Source: an optimization exercise on an open RTL-to-GDS flow (aim: small area, a short achievable clock period and few clock cycles per item). Production flows keep margins and buffers that such runs may drop.
Function was checked by simulation only, so behaviour that the tests miss may differ from the original.

==> flow/design.v <==
module gcd(
      input [31:0]      a_in,
      input [31:0]      b_in,
      input             start,
      input             reset_n,
      input             clk,
      output [31:0]     result,
      output            done
      );
      reg [31:0] na, nb;     
      wire [31:0] a = ~na;
      wire [31:0] b = ~nb;
      reg        busy;       
      wire [31:0] x  = a ^ b;
      wire [31:0] n  = a & b;
      wire [31:0] t  = ~x;             
      wire [31:0] gg = a & x;          
      reg  [31:0] G, P;                
      integer lv, i;
      always @* begin
            G = gg;
            P = t;
            for (lv = 0; lv < 5; lv = lv + 1)
                  for (i = 0; i < 32; i = i + 1)
                        if ((i % (2 << lv)) == (2 << lv) - 1) begin
                              G[i] = G[i] | (P[i] & G[i - (1 << lv)]);
                              P[i] = P[i] & P[i - (1 << lv)];
                        end
            for (lv = 3; lv >= 0; lv = lv - 1)
                  for (i = 0; i < 32; i = i + 1)
                        if ((i % (2 << lv)) == (1 << lv) - 1 && i >= (2 << lv)) begin
                              G[i] = G[i] | (P[i] & G[i - (1 << lv)]);
                              P[i] = P[i] & P[i - (1 << lv)];
                        end
      end
      wire [32:0] c0 = {G, 1'b0};         
      wire [32:0] c1 = {G | P, 1'b1};     
      wire [31:0] dab = t ^ c1[31:0];     
      wire [31:0] dba = ~(t ^ c0[31:0]);  
      wire a_gt = c0[32];                 
      wire b_gt = ~c1[32];                
      wire eq = &t;
      assign done = busy & (eq | ~|a | ~|b);
      assign result = a | b;
      wire [31:0] u = x | n;           
      reg  [31:0] any, va, vb, v1, v2;
      integer w;
      always @* begin
            any = u;
            va = a;
            vb = b;
            v1 = {1'b0, x[31:1]};
            v2 = {2'b0, x[31:2]};
            for (lv = 0; lv < 5; lv = lv + 1) begin
                  w = 1 << lv;
                  for (i = 0; i < 32; i = i + 2 * (1 << lv)) begin
                        va[i] = va[i] | (~any[i] & va[i + w]);
                        vb[i] = vb[i] | (~any[i] & vb[i + w]);
                        v1[i] = v1[i] | (~any[i] & v1[i + w]);
                        v2[i] = v2[i] | (~any[i] & v2[i + w]);
                        any[i] = any[i] | any[i + w];
                  end
            end
      end
      wire ak = va[0];                 
      wire bk = vb[0];                 
      wire x1 = v1[0];                 
      wire x2 = v2[0];                 
      wire sub = ak & bk;
      wire a_step = ~ak | (bk & a_gt);
      wire b_step = ~bk | (ak & b_gt);
      wire [1:0] sh = x1 ? 2'd0 : x2 ? 2'd1 : 2'd2;   
      reg [31:0] a_nx, b_nx;
      always @* begin
            if (!sub)
                  a_nx = {1'b0, a[31:1]};
            else case (sh)
                  2'd0: a_nx = {1'b0, dab[31:1]};
                  2'd1: a_nx = {2'b0, dab[31:2]};
                  default: a_nx = {3'b0, dab[31:3]};
            endcase
            if (!sub)
                  b_nx = {1'b0, b[31:1]};
            else case (sh)
                  2'd0: b_nx = {1'b0, dba[31:1]};
                  2'd1: b_nx = {2'b0, dba[31:2]};
                  default: b_nx = {3'b0, dba[31:3]};
            endcase
      end
      always @(posedge clk, negedge reset_n) begin
            if (!reset_n)
                  busy <= 1'b0;
            else if (start)
                  busy <= 1'b1;
      end
      always @(posedge clk) begin
            if (start) begin
                  na <= ~a_in;
                  nb <= ~b_in;
            end
            else begin
                  if (a_step) na <= ~a_nx;
                  if (b_step) nb <= ~b_nx;
            end
      end
endmodule
Settings: LEC_CHECK=0, CAP_MARGIN=20, CORE_MARGIN=2, CORE_UTILIZATION=65, CTS_BUF_LIST=sky130_fd_sc_hd__clkbuf_8, PLACE_DENSITY=0.75, SETUP_SLACK_MARGIN=0.1, SLEW_MARGIN=20; clock period 4.0 ns.
standard.sh (not shown) runs the stock make flow with config.mk's settings and CLKGATE_MAP_FILE= SYNTH_SCRIPT=/design/flow/synth_recipe.tcl, a recipe that flattens the netlist after the stock synthesis.
==> flow/flow/run.sh <==
#!/bin/bash
set -e
cp standard.sh standard_sh.log
rm -rf scripts
cp -r "$FLOW_HOME/scripts" scripts
cp flow/abc_speed.script scripts/abc_speed.script
export BUFFER_PORTS_ARGS="-buffer_cell sky130_fd_sc_hd__buf_1"
bash standard.sh SCRIPTS_DIR="$PWD/scripts" finish > standard.log 2>&1
==> flow/flow/abc_speed.script <==
&get -n
&st
&dch
&nf -R 1000
&st
&dch
&nf -R 1000
&put
buffer -c
topo
stime -c
upsize -c
dnsize -c
Testbench counts at the start, summed over its fixed seeds: cycles 13,892, items 1,600.
Change:
--- a/flow/design.v
+++ b/flow/design.v
@@ -22,15 +22,9 @@
             P = t;
             for (lv = 0; lv < 5; lv = lv + 1)
                   for (i = 0; i < 32; i = i + 1)
-                        if ((i % (2 << lv)) == (2 << lv) - 1) begin
-                              G[i] = G[i] | (P[i] & G[i - (1 << lv)]);
-                              P[i] = P[i] & P[i - (1 << lv)];
-                        end
-            for (lv = 3; lv >= 0; lv = lv - 1)
-                  for (i = 0; i < 32; i = i + 1)
-                        if ((i % (2 << lv)) == (1 << lv) - 1 && i >= (2 << lv)) begin
-                              G[i] = G[i] | (P[i] & G[i - (1 << lv)]);
-                              P[i] = P[i] & P[i - (1 << lv)];
+                        if (i[lv]) begin
+                              G[i] = G[i] | (P[i] & G[((i >> lv) << lv) - 1]);
+                              P[i] = P[i] & P[((i >> lv) << lv) - 1];
                         end
       end
       wire [32:0] c0 = {G, 1'b0};         
Clock skew is about the same.
Cell count is higher by 2.0%.
Via count goes up by 2.3%.
Sequential cell count stays the same.
Worst setup slack gets better by 0.018 ns.
Count of clock-buffer cells in the layout stays the same.
Design area rose by 3.4%.
Testbench counts after the change, summed over its fixed seeds: cycles 13,892, items 1,600.

separate check: timing with driven ports:
In the flow no input, the clock included, has a driving cell. The finished layouts below were timed again as built, in two steps. Step 1, drivers: a clkbuf_16 drives clk and a buf_2 each remaining input, both assumed. Step 2 adds t to the input delays and takes it off the output delays; t is the mean of the earliest and latest rising clock arrival at the registers after step 1. Input paths then give back, and output paths get back, about the clock's delay inside the block. Slacks: ideal ports / drivers / drivers and shift; pairs: ideal ports / drivers.
run	shift t [ns]	setup WS [ns]	worst setup path after step 2	cell pins on the clock port's net
the first run	0.393	0.139 / 0.104 / 0.184	register to register	1
the second run	0.407	0.157 / 0.122 / 0.252	register to register	1
After both steps every run listed still meets setup and hold.
